From an optimization exercise on the open Yosys and OpenROAD flow, aimed at small area, a short achievable clock period and few clock cycles; shortcuts taken in it are not production practice.
Only simulation tests tie the RTL to the original design; equivalence was not proved.
Power is estimated from default activity; no workload was simulated.

// matmul
module matmul #(parameter BUS_WIDTH = 16, parameter DATA_WIDTH = 4, parameter ADDR_WIDTH = 32, parameter SP_NTARGETS = 4) (
  clk_i, rst_ni, psel_i, penable_i, pwrite_i, pstrb_i, pwdata_i, paddr_i,
  pready_o, pslverr_o, prdata_o, busy_o, done_o);
Size in the first run: roughly 5500 cells after synthesis, about 1600 flip-flops, roughly 77 I/O pins, about 58000 µm² of cells after synthesis.
export LEC_CHECK = 0
export CAP_MARGIN = 20
export CORE_MARGIN = 2
export CORE_UTILIZATION = 60
export CTS_CLUSTER_DIAMETER = 80
export CTS_CLUSTER_SIZE = 30
export SETUP_SLACK_MARGIN = 2.45
export SLEW_MARGIN = 20
create_clock -name core_clock -period 5.0 [get_ports {clk_i}]
run.sh (not shown) runs the stock make flow with config.mk's settings and CLKGATE_MAP_FILE= SYNTH_SCRIPT=/design/flow/synth_recipe.tcl, a recipe that flattens the netlist after the stock synthesis.
The baseline went through all stages and came out clean.
Testbench counts at the start, summed over its fixed seeds: cycles 16,898.
Edit:
--- a/flow/design.v
+++ b/flow/design.v
@@ -285,14 +285,15 @@
   wire       nbacc_n;                                  
   wire [3:0] nbx   = lastw ? (nb & ~(4'b0001 << ctl[3:2])) | ({3'd0, nbacc_n} << ctl[3:2]) : nb;
   wire       bsn   = busy_o & ~done_o;                 
   wire       sd_p  = pwdata_i[13:8] == ctl[13:8];
   wire       near_p = pwdata_i[1] & vnx[pwdata_i[5:4]] & nbx[pwdata_i[5:4]];
   wire       cz_p  = ~(pwdata_i[1] & vnx[pwdata_i[5:4]]);
   reg        okq, errq, stq, nearq, sfq, sgq;
+  reg [3:0]  arowx, alanex, browx, blanex;
   always @(posedge clk_i) begin
     rst_q  <= ~rst_ni;
     typ    <= paddr_i[4] ? 5'b10000 : (5'b00001 << paddr_i[3:2]);
     rs_oh  <= (16'd1 << rsn) & {16{paddr_i[4] & vnx[paddr_i[3:2]]}};    
     col_oh <= 4'd1 << paddr_i[6:5];
     arp    <= 4'd1 << (paddr_i[6:5] + ph0 + 2'd1);
     awp    <= 4'd1 << (paddr_i[6:5] + ph0 + 2'd2);
@@ -301,14 +302,19 @@
     alane  <= pstrb_i & {ctl[11:10] == 2'd3, ctl[11:10] >= 2'd2, ctl[11:10] != 2'd0, 1'b1};
     blane  <= pstrb_i & {ctl[13:12] == 2'd3, ctl[13:12] >= 2'd2, ctl[13:12] != 2'd0, 1'b1};
     wd_q   <= pwdata_i;
     okq    <= pwrite_i & (|pstrb_i) & ~bsn;
     errq   <= pwrite_i & (~(|pstrb_i) | bsn);
     stq    <= pwrite_i & (|pstrb_i) & ~bsn & (paddr_i[4:2] == 3'b000) & pwdata_i[0];
     nearq  <= near_p;
+    arowx  <= {2'd1 - ph0 > pwdata_i[9:8], 2'd0 - ph0 > pwdata_i[9:8],
+               2'd3 - ph0 > pwdata_i[9:8], 2'd2 - ph0 > pwdata_i[9:8]};
+    alanex <= {2'd3 > pwdata_i[11:10], 2'd2 > pwdata_i[11:10], 2'd1 > pwdata_i[11:10], 1'b0};
+    browx  <= {2'd3 > pwdata_i[11:10], 2'd2 > pwdata_i[11:10], 2'd1 > pwdata_i[11:10], 1'b0};
+    blanex <= {2'd3 > pwdata_i[13:12], 2'd2 > pwdata_i[13:12], 2'd1 > pwdata_i[13:12], 1'b0};
     sfq    <= sd_p & ~near_p & cz_p & ~hit[2];
     sgq    <= sd_p & ~near_p & ~(cz_p & ~hit[2]);
   end
   wire acc     = psel_i & penable_i;
   wire wr_ok   = acc & okq;
   wire ctl_wr  = wr_ok & typ[0];
   wire a_wr    = wr_ok & typ[1];
@@ -353,32 +359,31 @@
   always @(posedge clk_i)
     if (rst_q) ctl <= 15'd0;
     else if (ctl_wr) ctl <= wd_q[15:1];
   reg [63:0] Ar, Bm;
   genvar gr, gj;
   generate
     for (gr = 0; gr < 4; gr = gr + 1) begin : g_row
-      wire [1:0] rin = gr - 1 - ph0;    
       for (gj = 0; gj < 4; gj = gj + 1) begin : g_col
         always @(posedge clk_i) begin
           if (rst_q)
             Ar[16*gr+4*gj +: 4] <= 4'd0;
           else if (a_wr && awp[gr] && alane[gj] && arok)
             Ar[16*gr+4*gj +: 4] <= wd_q[4*gj +: 4];
-          else if (ctl_wr && (rin > nn || gj > kn))
+          else if (ctl_wr && (arowx[gr] || alanex[gj]))
             Ar[16*gr+4*gj +: 4] <= 4'd0;
           else
             Ar[16*gr+4*gj +: 4] <= Ar[16*((gr+3)%4)+4*gj +: 4];
         end
         always @(posedge clk_i) begin
           if (rst_q)
             Bm[16*gr+4*gj +: 4] <= 4'd0;
           else if (b_wr && col_oh[gr] && blane[gj] && brok)
             Bm[16*gr+4*gj +: 4] <= wd_q[4*gj +: 4];
-          else if (ctl_wr && (gr > kn || gj > mn))
+          else if (ctl_wr && (browx[gr] || blanex[gj]))
             Bm[16*gr+4*gj +: 4] <= 4'd0;
         end
       end
     end
   endgenerate
   reg [1:0] q3;
   always @(posedge clk_i) begin
The changed run finished clean.
Final area rose by 0.49%.
Global-route usage rose by 0.72 points.
Area after synthesis barely changes.
Count of clock-buffer cells in the layout fell by 3.
Die area is about the same.
Testbench counts after the change, summed over its fixed seeds: cycles 16,898.

========
RTL: one of the versions met above, not the one the previous note started from.
For scale: about 5500 cells after synthesis, roughly 77 I/O pins.
Settings: LEC_CHECK=0, CAP_MARGIN=20, CORE_MARGIN=2, CORE_UTILIZATION=60, CTS_CLUSTER_DIAMETER=80, CTS_CLUSTER_SIZE=30, SETUP_SLACK_MARGIN=2.6, SLEW_MARGIN=20; clock period 5.0 ns.
The starting point went through all stages and came out clean.
Testbench counts at the start, summed over its fixed seeds: cycles 16,898.
Edit:
--- a/flow/design.v
+++ b/flow/design.v
@@ -283,40 +283,34 @@
   wire       lastw = wr_act & (cnt == 4'd15);         
   wire [3:0] vnx   = valid | ({3'd0, lastw} << ctl[3:2]);
   wire       nbacc_n;                                  
   wire [3:0] nbx   = lastw ? (nb & ~(4'b0001 << ctl[3:2])) | ({3'd0, nbacc_n} << ctl[3:2]) : nb;
   wire       bsn   = busy_o & ~done_o;                 
   wire       sd_p  = pwdata_i[13:8] == ctl[13:8];
   wire       near_p = pwdata_i[1] & vnx[pwdata_i[5:4]] & nbx[pwdata_i[5:4]];
   wire       cz_p  = ~(pwdata_i[1] & vnx[pwdata_i[5:4]]);
   reg        okq, errq, stq, nearq, sfq, sgq;
-  reg [3:0]  arowx, alanex, browx, blanex;
   always @(posedge clk_i) begin
     rst_q  <= ~rst_ni;
     typ    <= paddr_i[4] ? 5'b10000 : (5'b00001 << paddr_i[3:2]);
     rs_oh  <= (16'd1 << rsn) & {16{paddr_i[4] & vnx[paddr_i[3:2]]}};    
     col_oh <= 4'd1 << paddr_i[6:5];
     arp    <= 4'd1 << (paddr_i[6:5] + ph0 + 2'd1);
     awp    <= 4'd1 << (paddr_i[6:5] + ph0 + 2'd2);
     arok   <= paddr_i[6:5] <= ctl[9:8];
     brok   <= paddr_i[6:5] <= ctl[11:10];
     alane  <= pstrb_i & {ctl[11:10] == 2'd3, ctl[11:10] >= 2'd2, ctl[11:10] != 2'd0, 1'b1};
     blane  <= pstrb_i & {ctl[13:12] == 2'd3, ctl[13:12] >= 2'd2, ctl[13:12] != 2'd0, 1'b1};
     wd_q   <= pwdata_i;
     okq    <= pwrite_i & (|pstrb_i) & ~bsn;
     errq   <= pwrite_i & (~(|pstrb_i) | bsn);
     stq    <= pwrite_i & (|pstrb_i) & ~bsn & (paddr_i[4:2] == 3'b000) & pwdata_i[0];
     nearq  <= near_p;
-    arowx  <= {2'd1 - ph0 > pwdata_i[9:8], 2'd0 - ph0 > pwdata_i[9:8],
-               2'd3 - ph0 > pwdata_i[9:8], 2'd2 - ph0 > pwdata_i[9:8]};
-    alanex <= {2'd3 > pwdata_i[11:10], 2'd2 > pwdata_i[11:10], 2'd1 > pwdata_i[11:10], 1'b0};
-    browx  <= {2'd3 > pwdata_i[11:10], 2'd2 > pwdata_i[11:10], 2'd1 > pwdata_i[11:10], 1'b0};
-    blanex <= {2'd3 > pwdata_i[13:12], 2'd2 > pwdata_i[13:12], 2'd1 > pwdata_i[13:12], 1'b0};
     sfq    <= sd_p & ~near_p & cz_p & ~hit[2];
     sgq    <= sd_p & ~near_p & ~(cz_p & ~hit[2]);
   end
   wire acc     = psel_i & penable_i;
   wire wr_ok   = acc & okq;
   wire ctl_wr  = wr_ok & typ[0];
   wire a_wr    = wr_ok & typ[1];
   wire b_wr    = wr_ok & typ[2];
   wire start   = acc & stq;
@@ -357,35 +351,36 @@
     end
   end
   always @(posedge clk_i)
     if (rst_q) ctl <= 15'd0;
     else if (ctl_wr) ctl <= wd_q[15:1];
   reg [63:0] Ar, Bm;
   genvar gr, gj;
   generate
     for (gr = 0; gr < 4; gr = gr + 1) begin : g_row
+      wire [1:0] rin = gr - 1 - ph0;    
       for (gj = 0; gj < 4; gj = gj + 1) begin : g_col
         always @(posedge clk_i) begin
           if (rst_q)
             Ar[16*gr+4*gj +: 4] <= 4'd0;
           else if (a_wr && awp[gr] && alane[gj] && arok)
             Ar[16*gr+4*gj +: 4] <= wd_q[4*gj +: 4];
-          else if (ctl_wr && (arowx[gr] || alanex[gj]))
+          else if (ctl_wr && (rin > nn || gj > kn))
             Ar[16*gr+4*gj +: 4] <= 4'd0;
           else
             Ar[16*gr+4*gj +: 4] <= Ar[16*((gr+3)%4)+4*gj +: 4];
         end
         always @(posedge clk_i) begin
           if (rst_q)
             Bm[16*gr+4*gj +: 4] <= 4'd0;
           else if (b_wr && col_oh[gr] && blane[gj] && brok)
             Bm[16*gr+4*gj +: 4] <= wd_q[4*gj +: 4];
-          else if (ctl_wr && (browx[gr] || blanex[gj]))
+          else if (ctl_wr && (gr > kn || gj > mn))
             Bm[16*gr+4*gj +: 4] <= 4'd0;
         end
       end
     end
   endgenerate
   reg [1:0] q3;
   always @(posedge clk_i) begin
     if (!rst_ni)          q3 <= 2'd3;
     else if (start)       q3 <= {~near, ~near};
=> Flip-flop and latch count came out lower by 10; wire length came out higher by 0.39%; die area is about the same; hold slack is better by 0.0032 ns; maximum frequency came out higher by 5.9%; power came out lower by 1.6%; final area came out lower by 0.48%; final cell count came out lower by 0.40%.
Testbench counts after the change, summed over its fixed seeds: cycles 16,898.

separate check: timing with driven ports:
In the flow no input, the clock included, has a driving cell. The finished layouts below were timed again as built, in two steps.
Step 1 assumes that a clkbuf_16 drives the clock port and a buf_2 every other input.
Step 2 moves the port delays by t, midway between the first and last clock arrival at a register: inputs arrive t later, outputs are due t later. That takes back most of the time a late clock gives input paths.
Three values: no drivers, after step 1, after step 2; two values: the first two.
run | shift t [ns] | setup slack, ns | slew at the worst register clock pin (ns) | worst slew at a driven data input, ns | cell pins on the clock port's net
the first run of note 1 | 0.816 | 2.404 / 2.404 / 1.750 | 0.12 / 0.12 | 0.04 | 1
the second run of note 1 | 0.824 | 2.381 / 2.381 / 1.923 | 0.12 / 0.12 | 0.04 | 1
the first run of note 2 | 0.756 | 2.406 / 2.406 / 2.019 | 0.12 / 0.12 | 0.04 | 1
the second run of note 2 | 0.816 | 2.550 / 2.550 / 1.870 | 0.12 / 0.12 | 0.04 | 1
After both steps every run listed still meets setup and hold. For the second run of note 2, which loses most, drivers alone change the setup slack by 0.000 ns; drivers and shift together by -0.680 ns.
